This is an optimization exercise on Yosys and OpenROAD, whose aim is small area, a short achievable clock period and few clock cycles per item, not a production implementation.

==> flow/design.v <==
module div_find_ones (
    input wire [32-1 : 0]  data_in,
    output wire [4:0]               lz,
    output wire                     zero
);
wire [15:0] data_1;
wire [7:0]  data_2;
wire [3:0]  data_3;
wire [1:0]  data_4;
assign zero  = ~|data_in;
assign lz[4] = ~|data_in[31:16];
assign data_1 = (lz[4])? data_in[15:0] : data_in[31:16];
assign lz[3] = ~|data_1[15:8];
assign data_2 = (lz[3])? data_1[7:0] : data_1[15:8];
assign lz[2] = ~|data_2[7:4];
assign data_3 = (lz[2])? data_2[3:0] : data_2[7:4];
assign lz[1] = ~|data_3[3:2];
assign data_4 = (lz[1])? data_3[1:0] : data_3[3:2];
assign lz[0] = ~data_4[1];
endmodule
module div (
    input wire                      clk,
    input wire                      rst_n,
    input wire                      div_start,
    input wire [2:0]                div_opcode,
    input wire [32-1 : 0]  div_divident,
    input wire [32-1 : 0]  div_divisor,
    output wire [32-1 : 0] div_quotient,
    output wire [32-1 : 0] div_remainder,
    output wire                     div_finish
);
localparam S_IDLE  = 3'd0;
localparam S_ABS   = 3'd1;
localparam S_ALIGN = 3'd2;
localparam S_ITER  = 3'd3;
localparam S_FIX   = 3'd4;
localparam S_DONE  = 3'd5;
reg [2:0]  state;
reg [31:0] rem_r;     
reg [32:0] dsr_r;     
reg [31:0] quo_r;
reg [3:0]  cnt_r;
reg        sgn_r;     
reg        neg_q;     
reg        neg_r;     
wire sa = sgn_r & rem_r[31];
wire sb = sgn_r & dsr_r[31];
wire [4:0] lz_a, lz_b;
wire       zero_a, zero_b;
div_find_ones u_lz_a (.data_in(rem_r), .lz(lz_a), .zero(zero_a));
div_find_ones u_lz_b (.data_in(dsr_r[31:0]), .lz(lz_b), .zero(zero_b));
wire [5:0]  k     = {1'b0, lz_b} - {1'b0, lz_a};
wire [4:0]  sh    = k[4:0] | 5'd1;
wire [33:0] diff1 = {2'b0, rem_r} - {1'b0, dsr_r};
wire [31:0] rem1  = diff1[33] ? rem_r : diff1[31:0];
wire [32:0] diff2 = {1'b0, rem1} - {1'b0, dsr_r[32:1]};
wire [31:0] rem2  = diff2[32] ? rem1 : diff2[31:0];
wire start_signed = (div_opcode == 3'd1);
wire start_neg    = start_signed & (div_divident[31] | div_divisor[31]);
always @(posedge clk or negedge rst_n) begin
    if (!rst_n) begin
        state <= S_IDLE;
    end else if (div_start) begin
        state <= start_neg ? S_ABS : S_ALIGN;
    end else begin
        case (state)
        S_ABS:   state <= S_ALIGN;
        S_ALIGN: state <= (zero_b | k[5]) ? ((neg_q | neg_r) ? S_FIX : S_DONE) : S_ITER;
        S_ITER:  state <= (cnt_r == 4'd0) ? ((neg_q | neg_r) ? S_FIX : S_DONE) : S_ITER;
        S_FIX:   state <= S_DONE;
        default: state <= S_IDLE;
        endcase
    end
end
always @(posedge clk) begin
    if (div_start) begin
        rem_r <= div_divident;
        dsr_r <= {1'b0, div_divisor};
        sgn_r <= start_signed;
        neg_q <= 1'b0;
        neg_r <= 1'b0;
    end else begin
        case (state)
        S_ABS: begin
            rem_r <= sa ? (~rem_r + 32'd1) : rem_r;
            dsr_r <= {1'b0, sb ? (~dsr_r[31:0] + 32'd1) : dsr_r[31:0]};
            neg_q <= sa ^ sb;
            neg_r <= sa;
        end
        S_ALIGN: begin
            cnt_r <= sh[4:1];
            dsr_r <= {1'b0, dsr_r[31:0]} << sh;
            quo_r <= zero_b ? 32'hFFFF_FFFF : 32'd0;
            if (zero_b) neg_q <= 1'b0;
        end
        S_ITER: begin
            rem_r <= rem2;
            quo_r <= {quo_r[29:0], ~diff1[33], ~diff2[32]};
            dsr_r <= {2'b0, dsr_r[32:2]};
            cnt_r <= cnt_r - 4'd1;
        end
        S_FIX: begin
            rem_r <= neg_r ? (~rem_r + 32'd1) : rem_r;
            quo_r <= neg_q ? (~quo_r + 32'd1) : quo_r;
        end
        default: ;
        endcase
    end
end
assign div_quotient  = quo_r;
assign div_remainder = rem_r;
assign div_finish    = (state == S_DONE);
endmodule
clock: 12.0 ns
lec_check: 0
cap_margin: 20
core_margin: 2
core_utilization: 40
slew_margin: 20
standard.sh (not shown) runs the stock make flow with config.mk's settings and CLKGATE_MAP_FILE= SYNTH_SCRIPT=/design/flow/synth_recipe.tcl, a recipe that flattens the netlist after the stock synthesis.
==> flow/flow/run.sh <==
#!/bin/bash
set -euo pipefail
MARGIN=7.0
bash standard.sh synth > synth.log 2>&1
bash standard.sh SETUP_SLACK_MARGIN=$MARGIN finish > layout.log 2>&1
The baseline ran to the end with no violations.
Next try:
==> flow/run.sh (new file) <==
#!/bin/bash
# synth_recipe.tcl (not shown) runs the flow's synth.tcl, then flattens the netlist and writes it again
# the make line also repeats each setting of config.mk as NAME=value (left out here)
make -C /OpenROAD-flow-scripts/flow DESIGN_CONFIG=/design/flow/config.mk WORK_HOME=/design/flow/orfs CLKGATE_MAP_FILE= SYNTH_SCRIPT=/design/flow/synth_recipe.tcl finish
removed: flow/flow/run.sh
removed: flow/standard.sh
Effect: Global-route usage went down by 2.6 points; setup slack loses 2200 ps; final area is lower by roughly a tenth; clock-buffer cell count stays the same; critical path depth is unchanged; synthesized cell count is unchanged; clock skew stays flat; hold slack improves by 35 ps; die area stays the same.
No functional check of the RTL was part of any run of this note.

static timing again, ports no longer ideal:
In the flow no input, the clock included, has a driving cell. The finished layouts below were timed again as built, in two steps.
Step 1 sets driving cells, clkbuf_16 on the clock port and buf_2 on the other inputs (assumed; they add their load-dependent delay and slew).
Step 2 also shifts input and output timing later by t, the mid clock arrival at the registers, as if the neighbouring blocks saw the same clock.
Slacks: no drivers / after step 1 / after step 2; pairs: no drivers / after step 1.
run | shift t [ns] | setup WS [ns] | latest minus earliest clock arrival (ns) | cell pins on the clock port's net
the first run | 0.435 | 6.372 / 6.373 / 6.373 | 0.019 / 0.020 | 1
the second run | 0.431 | 4.193 / 4.193 / 4.193 | 0.018 / 0.018 | 1
After both steps every run listed still meets setup and hold.
